This design comes from an exercise in tuning for small area and a short achievable clock period on the open sky130 flow, not from production work.

==> build 91: inputs <==
==> flow/design.v (excerpt) <==
module ex2_1 (
	      input 		  clk, rst, validi,
	      input [31:0] 	  data_in,
	      output logic 	  valido,
	      output logic [31:0] data_out
	      );
clock: 8.0 ns
lec_check: 0
cap_margin: 20
core_margin: 2
core_utilization: 40
setup_slack_margin: 4.4
slew_margin: 20
synth_hierarchical: 1
tns_end_percent: 0
run.sh (not shown) runs the stock make flow with config.mk's settings and CLKGATE_MAP_FILE= SYNTH_SCRIPT=/design/flow/synth_recipe.tcl, a recipe that flattens the netlist after the stock synthesis.
==> inputs of build 98, as changes to build 91 <==
--- a/flow/design.v
+++ b/flow/design.v
@@ -1618,41 +1618,41 @@
    ex2_1_fa us591 (.a(pp215), .b(pp229), .c(pp241), .s(s591), .co(c592));
    ex2_1_fa us593 (.a(pp251), .b(pp259), .c(pp265), .s(s593), .co(c594));
    ex2_1_fa us595 (.a(pp269), .b(pp271), .c(c566), .s(s595), .co(c596));
    ex2_1_fa us597 (.a(c568), .b(c570), .c(c572), .s(s597), .co(c598));
    ex2_1_fa us599 (.a(c574), .b(s585), .c(s587), .s(s599), .co(c600));
    ex2_1_fa us601 (.a(s589), .b(s591), .c(s593), .s(s601), .co(c602));
    ex2_1_fa us603 (.a(c576), .b(c578), .c(c580), .s(s603), .co(c604));
    ex2_1_fa us605 (.a(s595), .b(s597), .c(s599), .s(s605), .co(c606));
-   assign s607 = pp32 ^ pp62;
-   assign s608 = pp90 ^ pp116;
-   assign s609 = pp140 ^ pp162;
-   assign s610 = pp182 ^ pp200;
-   assign s611 = pp216 ^ pp230;
-   assign s612 = pp242 ^ pp252;
-   assign s613 = pp260 ^ pp266;
-   assign s614 = pp270 ^ pp272;
-   assign s615 = s607 ^ s608;
-   assign s616 = s609 ^ s610;
-   assign s617 = s611 ^ s612;
-   assign s618 = s613 ^ s614;
-   assign s619 = c586 ^ c588;
-   assign s620 = c590 ^ c592;
-   assign s621 = c594 ^ s615;
-   assign s622 = s616 ^ s617;
-   assign s623 = s618 ^ s619;
-   assign s624 = s620 ^ s621;
-   assign s625 = s622 ^ c596;
-   assign s626 = c598 ^ s623;
-   assign s627 = s624 ^ c600;
-   assign s628 = c602 ^ s625;
-   assign s629 = s626 ^ s627;
-   assign s630 = s628 ^ c604;
-   assign s631 = s629 ^ c606;
+   ex2_1_x us607 (.a(pp32), .b(pp62), .y(s607));
+   ex2_1_x us608 (.a(pp90), .b(pp116), .y(s608));
+   ex2_1_x us609 (.a(pp140), .b(pp162), .y(s609));
+   ex2_1_x us610 (.a(pp182), .b(pp200), .y(s610));
+   ex2_1_x us611 (.a(pp216), .b(pp230), .y(s611));
+   ex2_1_x us612 (.a(pp242), .b(pp252), .y(s612));
+   ex2_1_x us613 (.a(pp260), .b(pp266), .y(s613));
+   ex2_1_x us614 (.a(pp270), .b(pp272), .y(s614));
+   ex2_1_x us615 (.a(s607), .b(s608), .y(s615));
+   ex2_1_x us616 (.a(s609), .b(s610), .y(s616));
+   ex2_1_x us617 (.a(s611), .b(s612), .y(s617));
+   ex2_1_x us618 (.a(s613), .b(s614), .y(s618));
+   ex2_1_x us619 (.a(c586), .b(c588), .y(s619));
+   ex2_1_x us620 (.a(c590), .b(c592), .y(s620));
+   ex2_1_x us621 (.a(c594), .b(s615), .y(s621));
+   ex2_1_x us622 (.a(s616), .b(s617), .y(s622));
+   ex2_1_x us623 (.a(s618), .b(s619), .y(s623));
+   ex2_1_x us624 (.a(s620), .b(s621), .y(s624));
+   ex2_1_x us625 (.a(s622), .b(c596), .y(s625));
+   ex2_1_x us626 (.a(c598), .b(s623), .y(s626));
+   ex2_1_x us627 (.a(s624), .b(c600), .y(s627));
+   ex2_1_x us628 (.a(c602), .b(s625), .y(s628));
+   ex2_1_x us629 (.a(s626), .b(s627), .y(s629));
+   ex2_1_x us630 (.a(s628), .b(c604), .y(s630));
+   ex2_1_x us631 (.a(s629), .b(c606), .y(s631));
    ex2_1_ha us632 (.a(q44), .b(q45), .s(s632), .co(c633));
    ex2_1_ha us634 (.a(q49), .b(q50), .s(s634), .co(c635));
    ex2_1_ha us636 (.a(q53), .b(q54), .s(s636), .co(c637));
    ex2_1_ha us638 (.a(q57), .b(q58), .s(s638), .co(c639));
    ex2_1_ha us640 (.a(q61), .b(q62), .s(s640), .co(c641));
    ex2_1_ha us642 (.a(q65), .b(q66), .s(s642), .co(c643));
    ex2_1_ha us644 (.a(q69), .b(q70), .s(s644), .co(c645));
    ex2_1_fa us646 (.a(q73), .b(q74), .c(q75), .s(s646), .co(c647));
@@ -1676,18 +1676,18 @@
    ex2_1_fa us682 (.a(q59), .b(q60), .c(c637), .s(s682), .co(c683));
    ex2_1_fa us684 (.a(q63), .b(q64), .c(c639), .s(s684), .co(c685));
    ex2_1_fa us686 (.a(q67), .b(q68), .c(c641), .s(s686), .co(c687));
    ex2_1_fa us688 (.a(q71), .b(q72), .c(c643), .s(s688), .co(c689));
    ex2_1_fa us690 (.a(q78), .b(c645), .c(s648), .s(s690), .co(c691));
    ex2_1_fa us692 (.a(c649), .b(s652), .c(c647), .s(s692), .co(c693));
    ex2_1_fa us694 (.a(c653), .b(s656), .c(c651), .s(s694), .co(c695));
    ex2_1_fa us696 (.a(c657), .b(s660), .c(c655), .s(s696), .co(c697));
-   assign s698 = q94 ^ q95;
-   assign s699 = c661 ^ c659;
+   ex2_1_x us698 (.a(q94), .b(q95), .y(s698));
+   ex2_1_x us699 (.a(c661), .b(c659), .y(s699));
    ex2_1_ha us700 (.a(q7), .b(q8), .s(s700), .co(c701));
    ex2_1_ha us702 (.a(q10), .b(q11), .s(s702), .co(c703));
    ex2_1_ha us704 (.a(q12), .b(q13), .s(s704), .co(c705));
    ex2_1_ha us706 (.a(q14), .b(q15), .s(s706), .co(c707));
    ex2_1_ha us708 (.a(q16), .b(q17), .s(s708), .co(c709));
    ex2_1_ha us710 (.a(q18), .b(q19), .s(s710), .co(c711));
    ex2_1_ha us712 (.a(q20), .b(q21), .s(s712), .co(c713));
    ex2_1_fa us714 (.a(q24), .b(q25), .c(s662), .s(s714), .co(c715));
@@ -1703,17 +1703,17 @@
    ex2_1_fa us734 (.a(s638), .b(c681), .c(s682), .s(s734), .co(c735));
    ex2_1_fa us736 (.a(s640), .b(c683), .c(s684), .s(s736), .co(c737));
    ex2_1_fa us738 (.a(s642), .b(c685), .c(s686), .s(s738), .co(c739));
    ex2_1_fa us740 (.a(s644), .b(c687), .c(s688), .s(s740), .co(c741));
    ex2_1_fa us742 (.a(s646), .b(c689), .c(s690), .s(s742), .co(c743));
    ex2_1_fa us744 (.a(s650), .b(c691), .c(s692), .s(s744), .co(c745));
    ex2_1_fa us746 (.a(s654), .b(c693), .c(s694), .s(s746), .co(c747));
    ex2_1_fa us748 (.a(s658), .b(c695), .c(s696), .s(s748), .co(c749));
-   assign s750 = s698 ^ s699;
+   ex2_1_x us750 (.a(s698), .b(s699), .y(s750));
    ex2_1_fa us751 (.a(q0), .b(q1), .c(data_in[0]), .s(s751), .co(c752));
    ex2_1_ha us753 (.a(q2), .b(data_in[1]), .s(s753), .co(c754));
    ex2_1_ha us755 (.a(q3), .b(data_in[2]), .s(s755), .co(c756));
    ex2_1_ha us757 (.a(q4), .b(data_in[3]), .s(s757), .co(c758));
    ex2_1_ha us759 (.a(q5), .b(data_in[4]), .s(s759), .co(c760));
    ex2_1_ha us761 (.a(q6), .b(data_in[5]), .s(s761), .co(c762));
    ex2_1_fa us763 (.a(s700), .b(q9), .c(data_in[6]), .s(s763), .co(c764));
    ex2_1_fa us765 (.a(c701), .b(s702), .c(data_in[7]), .s(s765), .co(c766));
@@ -1735,19 +1735,19 @@
    ex2_1_fa us797 (.a(c733), .b(s734), .c(data_in[23]), .s(s797), .co(c798));
    ex2_1_fa us799 (.a(c735), .b(s736), .c(data_in[24]), .s(s799), .co(c800));
    ex2_1_fa us801 (.a(c737), .b(s738), .c(data_in[25]), .s(s801), .co(c802));
    ex2_1_fa us803 (.a(c739), .b(s740), .c(data_in[26]), .s(s803), .co(c804));
    ex2_1_fa us805 (.a(c741), .b(s742), .c(data_in[27]), .s(s805), .co(c806));
    ex2_1_fa us807 (.a(c743), .b(s744), .c(data_in[28]), .s(s807), .co(c808));
    ex2_1_fa us809 (.a(c745), .b(s746), .c(data_in[29]), .s(s809), .co(c810));
    ex2_1_fa us811 (.a(c747), .b(s748), .c(data_in[30]), .s(s811), .co(c812));
-   assign s813 = c697 ^ s750;
-   assign s814 = data_in[31] ^ s813;
-   assign s815 = s814 ^ c749;
+   ex2_1_x us813 (.a(c697), .b(s750), .y(s813));
+   ex2_1_x us814 (.a(data_in[31]), .b(s813), .y(s814));
+   ex2_1_x us815 (.a(s814), .b(c749), .y(s815));
    assign ra = {c812, c810, c808, c806, c804, c802, c800, c798, c796, c794, c792, c790, c788, c786, c784, c782, c780, c778, c776, c774, c772, c770, c768, c766, c764, c762, c760, c758, c756, c754, c752, s751};
    assign rb = {s815, s811, s809, s807, s805, s803, s801, s799, s797, s795, s793, s791, s789, s787, s785, s783, s781, s779, s777, s775, s773, s771, s769, s767, s765, s763, s761, s759, s757, s755, s753, 1'b0};
    assign g0 = ra & rb;
    assign p0 = ra ^ rb;
    ex2_1_pgi ug1 (.gh(g0[1]), .ph(p0[1]), .gl(g0[0]), .pl(1'b1), .gn(xg1), .pn(xp1));
    ex2_1_pgi ug2 (.gh(g0[3]), .ph(p0[3]), .gl(g0[2]), .pl(p0[2]), .gn(xg2), .pn(xp2));
    ex2_1_pgi ug3 (.gh(g0[5]), .ph(p0[5]), .gl(g0[4]), .pl(p0[4]), .gn(xg3), .pn(xp3));
    ex2_1_pgi ug4 (.gh(g0[7]), .ph(p0[7]), .gl(g0[6]), .pl(p0[6]), .gn(xg4), .pn(xp4));
==> comparison <==
In build 98 the worst hold slack is lower than in build 91, by 8.8 ps.
Between build 91 and build 98, the lower non-clock buffer count is in build 98 (gap 8).
Between build 98 and build 91, the lower global-route usage is in build 91 (gap 2.6 points).
In build 91 the first-iteration DRC count is lower than in build 98, by 40%.
Of build 91 and build 98, build 98 has the higher cell count (gap about 30%, measured against build 98).
Against build 98, the utilization of build 91 is higher by 2.1 points.
Critical path depth: build 91 is higher than build 98 (5).
Against build 91, the wire length of build 98 is larger by about 54%.
==> figures <==
Outcome: build 91 complete, no violations; build 98 complete, no violations
Clock-cell share of area: build 91 3.19%; build 98 2.36%
Register area: build 91 3280 sq um; build 98 3280 sq um
Max_slew headroom: build 91 40.5%; build 98 33.4%
Number of buffer and inverter instances along the worst setup path: build 91 4; build 98 2
Total Die Area: build 91 40,900 sq um; build 98 54,200 sq um
Top cell by count, worst path: build 91 sky130_fd_sc_hd__a21oi_2; build 98 sky130_fd_sc_hd__fa_1
Number of violations reported at the end of detailed-routing iteration 0: build 91 1,289; build 98 2,146
Sequential share of cell area: build 91 17.7%; build 98 13.9%
Slowest stage cell on the critical path: build 91 sky130_fd_sc_hd__a21oi_2; build 98 sky130_fd_sc_hd__fa_1
Most common cell after layout, fill and taps aside: build 91 sky130_fd_sc_hd__xnor2_1; build 98 sky130_fd_sc_hd__a21oi_1
Post-layout nets: build 91 1,850; build 98 2,510
Overall Global Routing Usage: build 91 26.1%; build 98 28.6%
Buffers inserted by post-CTS timing repair: build 91 37; build 98 3
Minimum setup slack after placement: build 91 2620 ps; build 98 2900 ps
Met3 wire len: build 91 4.86 mm; build 98 7.46 mm
Placement Rows: build 91 72; build 98 83
No run of this note included a check of the RTL's function; only the layout flow was run.

[re-timing with driven ports]
The results above use ideal ports. As a check the final layouts listed here were re-extracted and re-timed, cells and wires unchanged.
Step 1 assumes that a clkbuf_16 drives the clock port and a buf_2 every other input.
Step 2 also shifts input and output timing later by t, the mid clock arrival at the registers, as if the neighbouring blocks saw the same clock.
Three values: ideal, step 1, step 2; two values: the first two.
run	t, ns	setup WS [ns]	worst hold slack (ns)
build 91	0.514	3.939 / 3.958 / 3.444	0.438 / 0.438 / 0.438
build 98	0.560	4.261 / 4.296 / 3.736	0.429 / 0.429 / 0.429
After both steps setup and hold are still met in every run listed. The setup slack of build 98, which loses most, moves by +0.035 ns with the drivers and by -0.525 ns with both steps.
